What follows belongs to an exercise in optimizing a design on an open flow for small area and a short achievable clock period; a production flow would make more cautious choices. Function was checked by simulation only, so behaviour that the tests miss may differ from the original. The flow treats the clock pin as an ideal source, which a real chip does not have. Power figures rest on the tool's default switching activity, not on a simulated workload.

Design axi_stream_insert_header, start of the top module:
module axi_stream_insert_header #(
    parameter DATA_WD = 128,
    parameter DATA_BYTE_WD = DATA_WD / 8
) (
    input clk,
    input rst_n,
    input valid_in,
    input [DATA_WD-1 : 0] data_in,
    input [DATA_BYTE_WD-1 : 0] keep_in,
    input last_in,
    output reg ready_in,
    output reg valid_out,
    output reg [DATA_WD-1 : 0] data_out,
    output reg [DATA_BYTE_WD-1 : 0] keep_out,
    output reg last_out,
    input ready_out,
    input valid_insert,
    input [DATA_WD-1 : 0] header_insert,
    input [DATA_BYTE_WD-1 : 0] keep_insert,
    output reg ready_insert
);
function integer clog2;
input integer n;
begin
    for (clog2 = 0; n > 0; clog2 = clog2 + 1)
        n = n >> 1;
end
endfunction
localparam BW = DATA_BYTE_WD;
localparam ZW = clog2(BW - 1);
function hz_ge;
    input [BW-1:0] keep;
    input integer k;
begin
    if (k <= 0)
        hz_ge = 1'b1;
    else if (k >= BW)
        hz_ge = 1'b0;
    else
        hz_ge = ~keep[BW-k];
end
endfunction
function [ZW-1:0] therm_zeros;
    input [BW-1:0] keep;
    integer i, m;
    reg acc;
begin
    for (i = 0; i < ZW; i = i + 1) begin
        acc = 1'b0;
        for (m = (1 << i); m < BW; m = m + (2 << i))
            acc = acc | (hz_ge(keep, m) & ~hz_ge(keep, m + (1 << i)));
        therm_zeros[i] = acc;
    end
end
endfunction
reg [DATA_WD-1:0] prev;         
reg [ZW-1:0] hz;                
reg [BW-1:0] keep_tail;         
reg pend;                       
reg rin;                        
wire start = ~rin & ~valid_out & ready_out & valid_insert & valid_in;
wire [2*DATA_WD-1:0] win0 = {prev, data_in};
wire [2*DATA_WD-1:0] win1 = hz[3] ? {win0[2*DATA_WD-1-64:0], 64'b0} : win0;
wire [2*DATA_WD-1:0] win2 = hz[2] ? {win1[2*DATA_WD-1-32:0], 32'b0} : win1;
wire [2*DATA_WD-1:0] win3 = hz[1] ? {win2[2*DATA_WD-1-16:0], 16'b0} : win2;
  ...
Size in the first run: roughly 1100 cells after synthesis, ~300 flip-flops, ~440 I/O pins.
Settings: LEC_CHECK=0, CAP_MARGIN=20, CORE_MARGIN=2, CORE_UTILIZATION=50, SETUP_SLACK_MARGIN=1.0, SLEW_MARGIN=20; clock period 14.0 ns.
standard.sh (not shown) runs the stock make flow with config.mk's settings and CLKGATE_MAP_FILE= SYNTH_SCRIPT=/design/flow/synth_recipe.tcl, a recipe that flattens the netlist after the stock synthesis.
==> flow/flow/run.sh <==
#!/bin/bash
# The standard ORFS layout (the standard.sh), with these changes made through
# ORFS's own hooks and variables:
#  - the port buffers are buf_1 cells, resized after placement (post_gp.tcl)
#  - clock tree synthesis without dummy loads, from clkbuf_8 cells
set -euo pipefail
here=$(pwd)
export BUFFER_PORTS_ARGS="-buffer_cell sky130_fd_sc_hd__buf_1"
export POST_GLOBAL_PLACE_TCL="$here/flow/post_gp.tcl"
export CTS_ARGS="-sink_clustering_enable -repair_clock_nets -dont_use_dummy_load -buf_list sky130_fd_sc_hd__clkbuf_8 -sink_clustering_size 16 -sink_clustering_max_diameter 60"
export POST_CTS_TCL="$here/flow/post_cts.tcl"
bash standard.sh > standard_flow.log 2>&1
==> flow/flow/post_cts.tcl <==
# Push setup timing past what the 14 ns clock asks for, so that the paths that set
# the achieved period get buffered and sized like critical paths.
repair_timing -setup -setup_margin 10.0 -skip_last_gasp
detailed_placement
check_placement -verbose
==> flow/flow/post_gp.tcl <==
# Give the output ports a stronger buffer than the buf_1 that buffer_ports inserted.
set out_buf sky130_fd_sc_hd__buf_2
set n 0
foreach bterm [[ord::get_db_block] getBTerms] {
  if {[$bterm getIoType] != "OUTPUT"} { continue }
  set net [$bterm getNet]
  if {$net == "NULL"} { continue }
  foreach iterm [$net getITerms] {
    if {![$iterm isOutputSignal]} { continue }
    set inst [$iterm getInst]
    if {[[$inst getMaster] getName] == "sky130_fd_sc_hd__buf_1"} {
      replace_cell [get_cells [$inst getName]] [get_lib_cells $out_buf]
      incr n
    }
  }
}
puts "post_gp.tcl: $n output buffers now $out_buf"
Then changed:
--- a/flow/flow/run.sh
+++ b/flow/flow/run.sh
@@ -9,3 +9,3 @@
 export POST_GLOBAL_PLACE_TCL="$here/flow/post_gp.tcl"
-export CTS_ARGS="-sink_clustering_enable -repair_clock_nets -dont_use_dummy_load -buf_list sky130_fd_sc_hd__clkbuf_8 -sink_clustering_size 16 -sink_clustering_max_diameter 60"
+export CTS_ARGS="-sink_clustering_enable -repair_clock_nets -dont_use_dummy_load -buf_list sky130_fd_sc_hd__clkbuf_8"
 export POST_CTS_TCL="$here/flow/post_cts.tcl"
--- a/flow/config.mk
+++ b/flow/config.mk
@@ -7,2 +7,3 @@
 export LEC_CHECK = 0
+export ABC_AREA = 1
 export CAP_MARGIN = 20
What happened: Wire length rose by 54%; total power rose by 11%; synthesized cell count rose by 130%; cell area fell by 1.3%; via count rose by 65%.
Then changed:
==> flow/flow/post_cts.tcl (replaced) <==
# Push setup timing past what the 14 ns clock asks for, so that the paths that set
# the achieved period get buffered and sized like critical paths.
repair_timing -setup -setup_margin 10.3 -skip_last_gasp
detailed_placement
check_placement -verbose
--- a/flow/config.mk
+++ b/flow/config.mk
@@ -7,3 +7,2 @@
 export LEC_CHECK = 0
-export ABC_AREA = 1
 export CAP_MARGIN = 20
The changed run produced a clean layout. Synthesized cell count is lower by about 60%. Setup slack improves by 0.38 ns. Cell area is higher by 7.0%. Via count is lower by 39%. Flip-flop and latch count is unchanged. Total power is higher by about 1.4%.
Then changed:
==> flow/flow/run.sh (replaced) <==
#!/bin/bash
# Standard ORFS layout, but with plain buf_1 cells as the port buffers.
set -euo pipefail
export BUFFER_PORTS_ARGS="-buffer_cell sky130_fd_sc_hd__buf_1"
bash standard.sh > standard_flow.log 2>&1
--- a/flow/config.mk
+++ b/flow/config.mk
@@ -9,3 +9,3 @@
 export CORE_MARGIN = 2
-export CORE_UTILIZATION = 50
+export CORE_UTILIZATION = 30
 export SETUP_SLACK_MARGIN = 1.0
removed: flow/flow/post_cts.tcl
removed: flow/flow/post_gp.tcl
Effect: The new run produced a clean layout. Total power climbs by 11%. Worst setup slack gets worse by 0.13 ns. Die area is higher by 65%. Combinational power is lower by 7.0%. Core utilization decreases by 24 points. Wire length goes up by 15%. Sequential power barely changes. Global-route usage drops by 8.9 points. Synthesized cell count is unchanged. Sequential share of layout area went down by 0.70 points.

---

axi_stream_insert_header, a different RTL version from the one above (not shown whole).
Size: ~1300 cells after synthesis, roughly 290 flip-flops, roughly 12000 sq um of cells after synthesis.
clock: 14.0 ns
lec_check: 0
cap_margin: 20
core_margin: 2
core_utilization: 50
setup_slack_margin: 1.0
slew_margin: 20
==> flow/flow/run.sh <==
#!/bin/bash
# The standard ORFS layout (the standard.sh), with these changes made through
# ORFS's own hooks and variables:
#  - synthesis is the standard synthesis with an area-oriented ABC mapping
#    script (synth_abc.tcl, abc_map.script)
#  - the port buffers are buf_1 cells
#  - clock tree synthesis without dummy loads, from clkbuf_8 cells in larger clusters
#  - repair_timing after CTS and after global routing aims at a setup slack of
#    FLOW_FLOW_MARGIN ns (margin.tcl)
set -euo pipefail
here=$(pwd)
export FLOW_STD_SYNTH="$here/synth_recipe.tcl"
export FLOW_ABC_SCRIPT="$here/flow/abc_map.script"
export FLOW_ABC_DONT_USE="sky130_fd_sc_hd__o22a_1 sky130_fd_sc_hd__o22a_2 sky130_fd_sc_hd__o22a_4 sky130_fd_sc_hd__a22o_1 sky130_fd_sc_hd__a22o_2 sky130_fd_sc_hd__a22o_4"
export FLOW_FLOW_MARGIN=10.1
export BUFFER_PORTS_ARGS="-buffer_cell sky130_fd_sc_hd__buf_1"
export CTS_ARGS="-sink_clustering_enable -repair_clock_nets -dont_use_dummy_load -buf_list sky130_fd_sc_hd__clkbuf_8 -root_buf sky130_fd_sc_hd__clkbuf_16 -sink_clustering_size 16 -sink_clustering_max_diameter 60"
export PRE_CTS_TCL="$here/flow/margin.tcl"
export PRE_GLOBAL_ROUTE_TCL="$here/flow/margin.tcl"
bash standard.sh SYNTH_SCRIPT="$here/flow/synth_abc.tcl" finish > standard_flow.log 2>&1
==> flow/flow/abc_map.script <==
strash
dch
amap -Q 0.1
topo
==> flow/flow/margin.tcl <==
# Have this step's repair_timing aim at a setup slack of FLOW_FLOW_MARGIN ns
# instead of the configured margin, so that the paths that set the achieved
# period get sized and buffered as critical paths.
set ::env(SETUP_SLACK_MARGIN) $::env(FLOW_FLOW_MARGIN)
==> flow/flow/synth_abc.tcl <==
# The standard synthesis (synth_recipe.tcl, sourced below), with one change:
# ABC maps the logic with flow/abc_map.script (an area-oriented mapping: strash; dch; amap -Q 0.1)
# instead of ORFS's abc_speed.script. Flip-flops are mapped before ABC runs, so
# the registers, their names and cell types are those of the standard synthesis.
proc abc {args} {
  set i [lsearch -exact $args -script]
  if {$i >= 0} {
    lset args [expr {$i + 1}] $::env(FLOW_ABC_SCRIPT)
  }
  foreach cell $::env(FLOW_ABC_DONT_USE) {
    lappend args -dont_use $cell
  }
  yosys abc {*}$args
}
source $::env(FLOW_STD_SYNTH)
The starting point completed without violations.
Change:
--- a/flow/flow/run.sh
+++ b/flow/flow/run.sh
@@ -3,7 +3,8 @@
 # ORFS's own hooks and variables:
 #  - synthesis is the standard synthesis with an area-oriented ABC mapping
-#    script (synth_abc.tcl, abc_map.script)
+#    script and a smaller cell list for ABC (synth_abc.tcl, abc_map.script)
 #  - the port buffers are buf_1 cells
-#  - clock tree synthesis without dummy loads, from clkbuf_8 cells in larger clusters
+#  - clock tree synthesis without dummy loads, from a clkbuf_16 root and clkbuf_8
+#    cells in larger clusters
 #  - repair_timing after CTS and after global routing aims at a setup slack of
 #    FLOW_FLOW_MARGIN ns (margin.tcl)
==> flow/flow/synth_abc.tcl (replaced) <==
# The standard synthesis (synth_recipe.tcl, sourced below), with one change:
# ABC maps the logic with flow/abc_map.script (an area-oriented mapping: strash; dch;
# amap -Q 0.1) instead of ORFS's abc_speed.script, and without the cells listed in
# FLOW_ABC_DONT_USE (o22a and a22o, so that the byte-shift muxes map to o22ai).
# Flip-flops are mapped before ABC runs, so the registers, their names and cell
# types are those of the standard synthesis.
proc abc {args} {
  set i [lsearch -exact $args -script]
  if {$i >= 0} {
    lset args [expr {$i + 1}] $::env(FLOW_ABC_SCRIPT)
  }
  foreach cell $::env(FLOW_ABC_DONT_USE) {
    lappend args -dont_use $cell
  }
  yosys abc {*}$args
}
source $::env(FLOW_STD_SYNTH)
=>
- sequential share of layout area does not change
- count of clock-buffer cells in the layout is unchanged
- worst setup slack does not change
- power stays the same
Change:
--- a/flow/flow/run.sh
+++ b/flow/flow/run.sh
@@ -3,8 +3,8 @@
 # ORFS's own hooks and variables:
 #  - synthesis is the standard synthesis with an area-oriented ABC mapping
-#    script and a smaller cell list for ABC (synth_abc.tcl, abc_map.script)
-#  - the port buffers are buf_1 cells
-#  - clock tree synthesis without dummy loads, from a clkbuf_16 root and clkbuf_8
-#    cells in larger clusters
+#    script (synth_abc.tcl, abc_map.script)
+#  - the port buffers are buf_1 cells; the output ones become buf_2 after global
+#    placement (post_gp.tcl)
+#  - clock tree synthesis without dummy loads, from clkbuf_8 cells in larger clusters
 #  - repair_timing after CTS and after global routing aims at a setup slack of
 #    FLOW_FLOW_MARGIN ns (margin.tcl)
@@ -13,5 +13,4 @@
 export FLOW_STD_SYNTH="$here/synth_recipe.tcl"
 export FLOW_ABC_SCRIPT="$here/flow/abc_map.script"
-export FLOW_ABC_DONT_USE="sky130_fd_sc_hd__o22a_1 sky130_fd_sc_hd__o22a_2 sky130_fd_sc_hd__o22a_4 sky130_fd_sc_hd__a22o_1 sky130_fd_sc_hd__a22o_2 sky130_fd_sc_hd__a22o_4"
 export FLOW_FLOW_MARGIN=10.1
 export BUFFER_PORTS_ARGS="-buffer_cell sky130_fd_sc_hd__buf_1"
==> flow/flow/abc_map.script (replaced) <==
strash
dch
amap
topo
==> flow/flow/synth_abc.tcl (replaced) <==
# The standard synthesis (synth_recipe.tcl, sourced below), with one change:
# ABC maps the logic with flow/abc_map.script (an area-oriented mapping: strash; dch; amap)
# instead of ORFS's abc_speed.script. Flip-flops are mapped before ABC runs, so
# the registers, their names and cell types are those of the standard synthesis.
proc abc {args} {
  set i [lsearch -exact $args -script]
  if {$i >= 0} {
    lset args [expr {$i + 1}] $::env(FLOW_ABC_SCRIPT)
  }
  yosys abc {*}$args
}
source $::env(FLOW_STD_SYNTH)
CORE_UTILIZATION = 60   (was 50)
Design area is higher by a few percent.
Hold slack gains 0.031 ns.
Non-clock buffer count is unchanged.
Power is higher slightly.
Register-to-register slack stays flat.
Setup slack stays flat.
Sequential power barely changes.
Change:
--- a/flow/flow/run.sh
+++ b/flow/flow/run.sh
@@ -13,5 +13,5 @@
 export FLOW_STD_SYNTH="$here/synth_recipe.tcl"
 export FLOW_ABC_SCRIPT="$here/flow/abc_map.script"
-export FLOW_FLOW_MARGIN=10.1
+export FLOW_FLOW_MARGIN=10.0
 export BUFFER_PORTS_ARGS="-buffer_cell sky130_fd_sc_hd__buf_1"
 export CTS_ARGS="-sink_clustering_enable -repair_clock_nets -dont_use_dummy_load -buf_list sky130_fd_sc_hd__clkbuf_8 -root_buf sky130_fd_sc_hd__clkbuf_16 -sink_clustering_size 16 -sink_clustering_max_diameter 60"
==> flow/flow/abc_map.script (replaced) <==
strash
dch
amap -Q 0.1
topo
CORE_UTILIZATION = 50   (was 60)
What happened: Die area rises by 18%; register-to-register slack gains 0.44 ns; total power rises by 1.1%.

---

axi_stream_insert_header again, from the RTL that the note above started with.
## axi_stream_insert_header
module axi_stream_insert_header #(
    parameter DATA_WD = 128,
    parameter DATA_BYTE_WD = DATA_WD / 8
) (
    input clk,
    input rst_n,
    input valid_in,
    input [DATA_WD-1 : 0] data_in,
    input [DATA_BYTE_WD-1 : 0] keep_in,
    input last_in,
    output reg ready_in,
    output reg valid_out,
    output reg [DATA_WD-1 : 0] data_out,
    output reg [DATA_BYTE_WD-1 : 0] keep_out,
    output reg last_out,
    input ready_out,
    input valid_insert,
    input [DATA_WD-1 : 0] header_insert,
    input [DATA_BYTE_WD-1 : 0] keep_insert,
    output reg ready_insert
);
function integer clog2;
input integer n;
begin
    for (clog2 = 0; n > 0; clog2 = clog2 + 1)
        n = n >> 1;
end
endfunction
localparam BW = DATA_BYTE_WD;
localparam ZW = clog2(BW - 1);
function hz_ge;
    input [BW-1:0] keep;
    input integer k;
begin
    if (k <= 0)
        hz_ge = 1'b1;
    else if (k >= BW)
        hz_ge = 1'b0;
    else
        hz_ge = ~keep[BW-k];
end
endfunction
function [ZW-1:0] therm_zeros;
    input [BW-1:0] keep;
    integer i, m;
    reg acc;
begin
    for (i = 0; i < ZW; i = i + 1) begin
        acc = 1'b0;
        for (m = (1 << i); m < BW; m = m + (2 << i))
            acc = acc | (hz_ge(keep, m) & ~hz_ge(keep, m + (1 << i)));
        therm_zeros[i] = acc;
    end
end
endfunction
reg [DATA_WD-1:0] prev;         
  ...
clock: 14.0 ns
lec_check: 0
cap_margin: 20
core_margin: 2
core_utilization: 50
setup_slack_margin: 1.0
slew_margin: 20
==> flow/flow/run.sh <==
#!/bin/bash
# The standard ORFS layout (the standard.sh), with these changes made through
# ORFS's own hooks and variables:
#  - synthesis is the standard synthesis with an area-oriented ABC mapping
#    script (synth_abc.tcl, abc_map.script)
#  - the port buffers are buf_1 cells; the output ones become buf_2 after global
#    placement (post_gp.tcl)
#  - clock tree synthesis without dummy loads, from clkbuf_8 cells in larger clusters
#  - repair_timing after CTS and after global routing aims at a setup slack of
#    FLOW_FLOW_MARGIN ns (margin.tcl)
set -euo pipefail
here=$(pwd)
export FLOW_STD_SYNTH="$here/synth_recipe.tcl"
export FLOW_ABC_SCRIPT="$here/flow/abc_map.script"
export FLOW_FLOW_MARGIN=9.9
export BUFFER_PORTS_ARGS="-buffer_cell sky130_fd_sc_hd__buf_1"
export CTS_ARGS="-sink_clustering_enable -repair_clock_nets -dont_use_dummy_load -buf_list sky130_fd_sc_hd__clkbuf_8 -root_buf sky130_fd_sc_hd__clkbuf_16 -sink_clustering_size 16 -sink_clustering_max_diameter 60"
export PRE_CTS_TCL="$here/flow/margin.tcl"
export PRE_GLOBAL_ROUTE_TCL="$here/flow/margin.tcl"
bash standard.sh SYNTH_SCRIPT="$here/flow/synth_abc.tcl" finish > standard_flow.log 2>&1
==> flow/flow/abc_map.script <==
strash
dch
amap -Q 0.1
topo
==> flow/flow/synth_abc.tcl <==
# The standard synthesis (synth_recipe.tcl, sourced below), with one change:
# ABC maps the logic with flow/abc_map.script (an area-oriented mapping: strash; dch; amap)
# instead of ORFS's abc_speed.script. Flip-flops are mapped before ABC runs, so
# the registers, their names and cell types are those of the standard synthesis.
proc abc {args} {
  set i [lsearch -exact $args -script]
  if {$i >= 0} {
    lset args [expr {$i + 1}] $::env(FLOW_ABC_SCRIPT)
  }
  yosys abc {*}$args
}
source $::env(FLOW_STD_SYNTH)
Scripts as last shown in full above: flow/flow/margin.tcl
Then changed:
==> flow/flow/run.sh (replaced) <==
#!/bin/bash
# The standard ORFS layout (the standard.sh), with these changes made through
# ORFS's own hooks and variables:
#  - synthesis is the standard synthesis with an area-oriented ABC mapping
#    script and a smaller cell list for ABC (synth_abc.tcl, abc_map.script)
#  - the port buffers are buf_1 cells
#  - clock tree synthesis without dummy loads, from a clkbuf_16 root and clkbuf_8
#    cells in larger clusters
#  - repair_timing after CTS and after global routing aims at a setup slack of
#    FLOW_FLOW_MARGIN ns (margin.tcl)
set -euo pipefail
here=$(pwd)
export FLOW_STD_SYNTH="$here/synth_recipe.tcl"
export FLOW_ABC_SCRIPT="$here/flow/abc_map.script"
export FLOW_ABC_DONT_USE="sky130_fd_sc_hd__o22a_1 sky130_fd_sc_hd__o22a_2 sky130_fd_sc_hd__o22a_4 sky130_fd_sc_hd__a22o_1 sky130_fd_sc_hd__a22o_2 sky130_fd_sc_hd__a22o_4"
export FLOW_FLOW_MARGIN=10.1
export BUFFER_PORTS_ARGS="-buffer_cell sky130_fd_sc_hd__buf_1"
export CTS_ARGS="-sink_clustering_enable -repair_clock_nets -dont_use_dummy_load -buf_list sky130_fd_sc_hd__clkbuf_8 -root_buf sky130_fd_sc_hd__clkbuf_16 -sink_clustering_size 16 -sink_clustering_max_diameter 60"
export PRE_CTS_TCL="$here/flow/margin.tcl"
export PRE_GLOBAL_ROUTE_TCL="$here/flow/margin.tcl"
bash standard.sh SYNTH_SCRIPT="$here/flow/synth_abc.tcl" finish > standard_flow.log 2>&1
==> flow/flow/synth_abc.tcl (replaced) <==
# The standard synthesis (synth_recipe.tcl, sourced below), with one change:
# ABC maps the logic with flow/abc_map.script (an area-oriented mapping: strash; dch;
# amap -Q 0.1) instead of ORFS's abc_speed.script, and without the cells listed in
# FLOW_ABC_DONT_USE (o22a and a22o, so that the byte-shift muxes map to o22ai).
# Flip-flops are mapped before ABC runs, so the registers, their names and cell
# types are those of the standard synthesis.
proc abc {args} {
  set i [lsearch -exact $args -script]
  if {$i >= 0} {
    lset args [expr {$i + 1}] $::env(FLOW_ABC_SCRIPT)
  }
  foreach cell $::env(FLOW_ABC_DONT_USE) {
    lappend args -dont_use $cell
  }
  yosys abc {*}$args
}
source $::env(FLOW_STD_SYNTH)
PLACE_DENSITY = 0.75   (was default)
Global-route usage drops by 0.46 points.
Final area drops by 2.1%.
Via count climbs by 4.5%.
Clock-buffer cell count drops by 1.
Cell count climbs by 6.4%.
First-iteration DRC count climbs by 14%.
Power drops by 2.7%.
Then changed:
--- a/flow/flow/run.sh
+++ b/flow/flow/run.sh
@@ -16,4 +16,5 @@
 export FLOW_FLOW_MARGIN=10.1
 export BUFFER_PORTS_ARGS="-buffer_cell sky130_fd_sc_hd__buf_1"
+export POST_GLOBAL_PLACE_TCL="$here/flow/post_gp.tcl"
 export CTS_ARGS="-sink_clustering_enable -repair_clock_nets -dont_use_dummy_load -buf_list sky130_fd_sc_hd__clkbuf_8 -root_buf sky130_fd_sc_hd__clkbuf_16 -sink_clustering_size 16 -sink_clustering_max_diameter 60"
 export PRE_CTS_TCL="$here/flow/margin.tcl"
==> flow/flow/post_gp.tcl (new file) <==
# Give the output ports a stronger buffer than the buf_1 that buffer_ports inserted.
set out_buf sky130_fd_sc_hd__buf_2
set n 0
foreach bterm [[ord::get_db_block] getBTerms] {
  if {[$bterm getIoType] != "OUTPUT"} { continue }
  set net [$bterm getNet]
  if {$net == "NULL"} { continue }
  foreach iterm [$net getITerms] {
    if {![$iterm isOutputSignal]} { continue }
    set inst [$iterm getInst]
    if {[[$inst getMaster] getName] == "sky130_fd_sc_hd__buf_1"} {
      replace_cell [get_cells [$inst getName]] [get_lib_cells $out_buf]
      incr n
    }
  }
}
puts "post_gp.tcl: $n output buffers now $out_buf"
PLACE_DENSITY = default   (was 0.75)
Routed wire length goes down slightly; count of clock-buffer cells in the layout goes down by 1; sequential share of layout area goes down by 0.50 points; worst setup slack is better by 0.023 ns; maximum frequency goes up slightly; non-clock buffer count stays the same.
Then changed:
==> flow/flow/run.sh (replaced) <==
#!/bin/bash
# The standard ORFS layout (the standard.sh), with these changes made through
# ORFS's own hooks and variables:
#  - synthesis is the standard synthesis with an area-oriented ABC mapping
#    script (synth_abc.tcl, abc_map.script)
#  - the port buffers are buf_1 cells; the output ones become buf_2 after global
#    placement (post_gp.tcl)
#  - clock tree synthesis without dummy loads, from clkbuf_8 cells in larger clusters
#  - repair_timing after CTS and after global routing aims at a setup slack of
#    FLOW_FLOW_MARGIN ns (margin.tcl)
set -euo pipefail
here=$(pwd)
export FLOW_STD_SYNTH="$here/synth_recipe.tcl"
export FLOW_ABC_SCRIPT="$here/flow/abc_map.script"
export FLOW_FLOW_MARGIN=10.1
export BUFFER_PORTS_ARGS="-buffer_cell sky130_fd_sc_hd__buf_1"
export CTS_ARGS="-sink_clustering_enable -repair_clock_nets -dont_use_dummy_load -buf_list sky130_fd_sc_hd__clkbuf_8 -root_buf sky130_fd_sc_hd__clkbuf_16 -sink_clustering_size 16 -sink_clustering_max_diameter 60"
export PRE_CTS_TCL="$here/flow/margin.tcl"
export PRE_GLOBAL_ROUTE_TCL="$here/flow/margin.tcl"
bash standard.sh SYNTH_SCRIPT="$here/flow/synth_abc.tcl" finish > standard_flow.log 2>&1
==> flow/flow/synth_abc.tcl (replaced) <==
# The standard synthesis (synth_recipe.tcl, sourced below), with one change:
# ABC maps the logic with flow/abc_map.script (an area-oriented mapping: strash; dch; amap)
# instead of ORFS's abc_speed.script. Flip-flops are mapped before ABC runs, so
# the registers, their names and cell types are those of the standard synthesis.
proc abc {args} {
  set i [lsearch -exact $args -script]
  if {$i >= 0} {
    lset args [expr {$i + 1}] $::env(FLOW_ABC_SCRIPT)
  }
  yosys abc {*}$args
}
source $::env(FLOW_STD_SYNTH)
removed: flow/flow/post_gp.tcl
What happened: The changed run completed without violations. Wire length goes up by a few percent. Cell area goes up slightly. Die area goes up by a few percent. Total power goes up by a few percent. Area after synthesis goes up by a few percent. Combinational power goes up by a few percent. Critical path depth is unchanged. First-iteration DRC count goes up by about a fifth.
Then changed:
--- a/flow/flow/run.sh
+++ b/flow/flow/run.sh
@@ -3,8 +3,8 @@
 # ORFS's own hooks and variables:
 #  - synthesis is the standard synthesis with an area-oriented ABC mapping
-#    script (synth_abc.tcl, abc_map.script)
-#  - the port buffers are buf_1 cells; the output ones become buf_2 after global
-#    placement (post_gp.tcl)
-#  - clock tree synthesis without dummy loads, from clkbuf_8 cells in larger clusters
+#    script and a smaller cell list for ABC (synth_abc.tcl, abc_map.script)
+#  - the port buffers are buf_1 cells
+#  - clock tree synthesis without dummy loads, from a clkbuf_16 root and clkbuf_8
+#    cells in larger clusters
 #  - repair_timing after CTS and after global routing aims at a setup slack of
 #    FLOW_FLOW_MARGIN ns (margin.tcl)
@@ -13,4 +13,5 @@
 export FLOW_STD_SYNTH="$here/synth_recipe.tcl"
 export FLOW_ABC_SCRIPT="$here/flow/abc_map.script"
+export FLOW_ABC_DONT_USE="sky130_fd_sc_hd__o22a_1 sky130_fd_sc_hd__o22a_2 sky130_fd_sc_hd__o22a_4 sky130_fd_sc_hd__a22o_1 sky130_fd_sc_hd__a22o_2 sky130_fd_sc_hd__a22o_4 sky130_fd_sc_hd__o2bb2ai_1 sky130_fd_sc_hd__o2bb2ai_2 sky130_fd_sc_hd__o2bb2ai_4 sky130_fd_sc_hd__a2bb2oi_1 sky130_fd_sc_hd__a2bb2oi_2 sky130_fd_sc_hd__a2bb2oi_4"
 export FLOW_FLOW_MARGIN=10.1
 export BUFFER_PORTS_ARGS="-buffer_cell sky130_fd_sc_hd__buf_1"
==> flow/flow/synth_abc.tcl (replaced) <==
# The standard synthesis (synth_recipe.tcl, sourced below), with one change:
# ABC maps the logic with flow/abc_map.script (an area-oriented mapping: strash; dch;
# amap -Q 0.1) instead of ORFS's abc_speed.script, and without the cells listed in
# FLOW_ABC_DONT_USE (o22a and a22o, so that the byte-shift muxes map to o22ai).
# Flip-flops are mapped before ABC runs, so the registers, their names and cell
# types are those of the standard synthesis.
proc abc {args} {
  set i [lsearch -exact $args -script]
  if {$i >= 0} {
    lset args [expr {$i + 1}] $::env(FLOW_ABC_SCRIPT)
  }
  foreach cell $::env(FLOW_ABC_DONT_USE) {
    lappend args -dont_use $cell
  }
  yosys abc {*}$args
}
source $::env(FLOW_STD_SYNTH)
Sequential share of layout area went up by 0.85 points.
Fmax is about the same.
Non-clock buffer count went up by 1.
Routed wire length went down by 0.92%.
Cell area went down by 2.1%.
Setup slack is about the same.
Worst hold slack gets better by 0.031 ns.
Total power went down by 2.8%.
Then changed:
==> flow/flow/run.sh (replaced) <==
#!/bin/bash
# The standard ORFS layout (the standard.sh), with these changes made through
# ORFS's own hooks and variables:
#  - synthesis is the standard synthesis with an area-oriented ABC mapping
#    script (synth_abc.tcl, abc_map.script)
#  - the port buffers are buf_1 cells; the output ones become buf_2 after global
#    placement (post_gp.tcl)
#  - clock tree synthesis without dummy loads, from clkbuf_8 cells in larger clusters
#  - repair_timing after CTS and after global routing aims at a setup slack of
#    FLOW_FLOW_MARGIN ns (margin.tcl)
set -euo pipefail
here=$(pwd)
export FLOW_STD_SYNTH="$here/synth_recipe.tcl"
export FLOW_ABC_SCRIPT="$here/flow/abc_map.script"
export FLOW_FLOW_MARGIN=10.2
export BUFFER_PORTS_ARGS="-buffer_cell sky130_fd_sc_hd__buf_1"
export CTS_ARGS="-sink_clustering_enable -repair_clock_nets -dont_use_dummy_load -buf_list sky130_fd_sc_hd__clkbuf_8 -root_buf sky130_fd_sc_hd__clkbuf_16 -sink_clustering_size 16 -sink_clustering_max_diameter 60"
export PRE_CTS_TCL="$here/flow/margin.tcl"
export PRE_GLOBAL_ROUTE_TCL="$here/flow/margin.tcl"
bash standard.sh SYNTH_SCRIPT="$here/flow/synth_abc.tcl" finish > standard_flow.log 2>&1
==> flow/flow/synth_abc.tcl (replaced) <==
# The standard synthesis (synth_recipe.tcl, sourced below), with one change:
# ABC maps the logic with flow/abc_map.script (an area-oriented mapping: strash; dch; amap)
# instead of ORFS's abc_speed.script. Flip-flops are mapped before ABC runs, so
# the registers, their names and cell types are those of the standard synthesis.
proc abc {args} {
  set i [lsearch -exact $args -script]
  if {$i >= 0} {
    lset args [expr {$i + 1}] $::env(FLOW_ABC_SCRIPT)
  }
  yosys abc {*}$args
}
source $::env(FLOW_STD_SYNTH)
Setup slack improves by 0.030 ns.
Sequential share of layout area falls by 1.7 points.
Worst hold slack degrades by 0.030 ns.
Via count drops by a few percent.

## afterwards: timing with drivers on the ports
How much do the figures lean on ideal ports? The routed layouts below were timed once more, with nothing changed but the port constraints.
Step 1 sets driving cells, clkbuf_16 on the clock port and buf_2 on the other inputs (assumed; they add their load-dependent delay and slew).
Step 2 adds t to the input delays and takes it off the output delays; t is the mean of the earliest and latest rising clock arrival at the registers after step 1. Input paths then give back, and output paths get back, about the clock's delay inside the block.
Three values: ideal ports, drivers, drivers and shift; two values: the first two.
run | t (ns) | setup WS [ns] | worst hold slack (ns) | worst register clock-pin slew, ns
the first run of note 1 | 0.619 | 10.073 / 10.023 / 9.657 | 0.416 / 0.416 / 0.416 | 0.10 / 0.10
the second run of note 1 | 0.597 | 9.759 / 9.759 / 9.405 | 0.413 / 0.413 / 0.413 | 0.07 / 0.07
the third run of note 1 | 0.601 | 10.140 / 10.094 / 9.667 | 0.405 / 0.405 / 0.405 | 0.07 / 0.07
the fourth run of note 1 | 0.597 | 10.012 / 9.956 / 9.599 | 0.409 / 0.409 / 0.409 | 0.06 / 0.06
the first run of note 2 | 0.537 | 10.128 / 10.081 / 9.861 | 0.482 / 0.482 / 0.482 | 0.11 / 0.11
the second run of note 2 | 0.537 | 10.128 / 10.081 / 9.861 | 0.482 / 0.482 / 0.482 | 0.11 / 0.11
the third run of note 2 | 0.538 | 10.129 / 10.079 / 9.889 | 0.513 / 0.513 / 0.513 | 0.10 / 0.10
the fourth run of note 2 | 0.547 | 10.100 / 10.050 / 9.886 | 0.490 / 0.490 / 0.490 | 0.10 / 0.10
the first run of note 3 | 0.547 | 10.100 / 10.050 / 9.886 | 0.490 / 0.490 / 0.490 | 0.10 / 0.10
the second run of note 3 | 0.538 | 10.128 / 10.081 / 9.810 | 0.512 / 0.512 / 0.512 | 0.10 / 0.10
the third run of note 3 | 0.532 | 10.152 / 10.103 / 9.906 | 0.478 / 0.478 / 0.478 | 0.10 / 0.10
the fourth run of note 3 | 0.548 | 10.121 / 10.071 / 9.849 | 0.489 / 0.489 / 0.489 | 0.10 / 0.10
the fifth run of note 3 | 0.542 | 10.123 / 10.075 / 9.850 | 0.521 / 0.521 / 0.521 | 0.10 / 0.10
the sixth run of note 3 | 0.546 | 10.153 / 10.103 / 9.857 | 0.490 / 0.490 / 0.490 | 0.10 / 0.10
After both steps setup and hold are still met in every run listed. The setup slack of the third run of note 1, which loses most, moves by -0.046 ns with the drivers and by -0.473 ns with both steps.
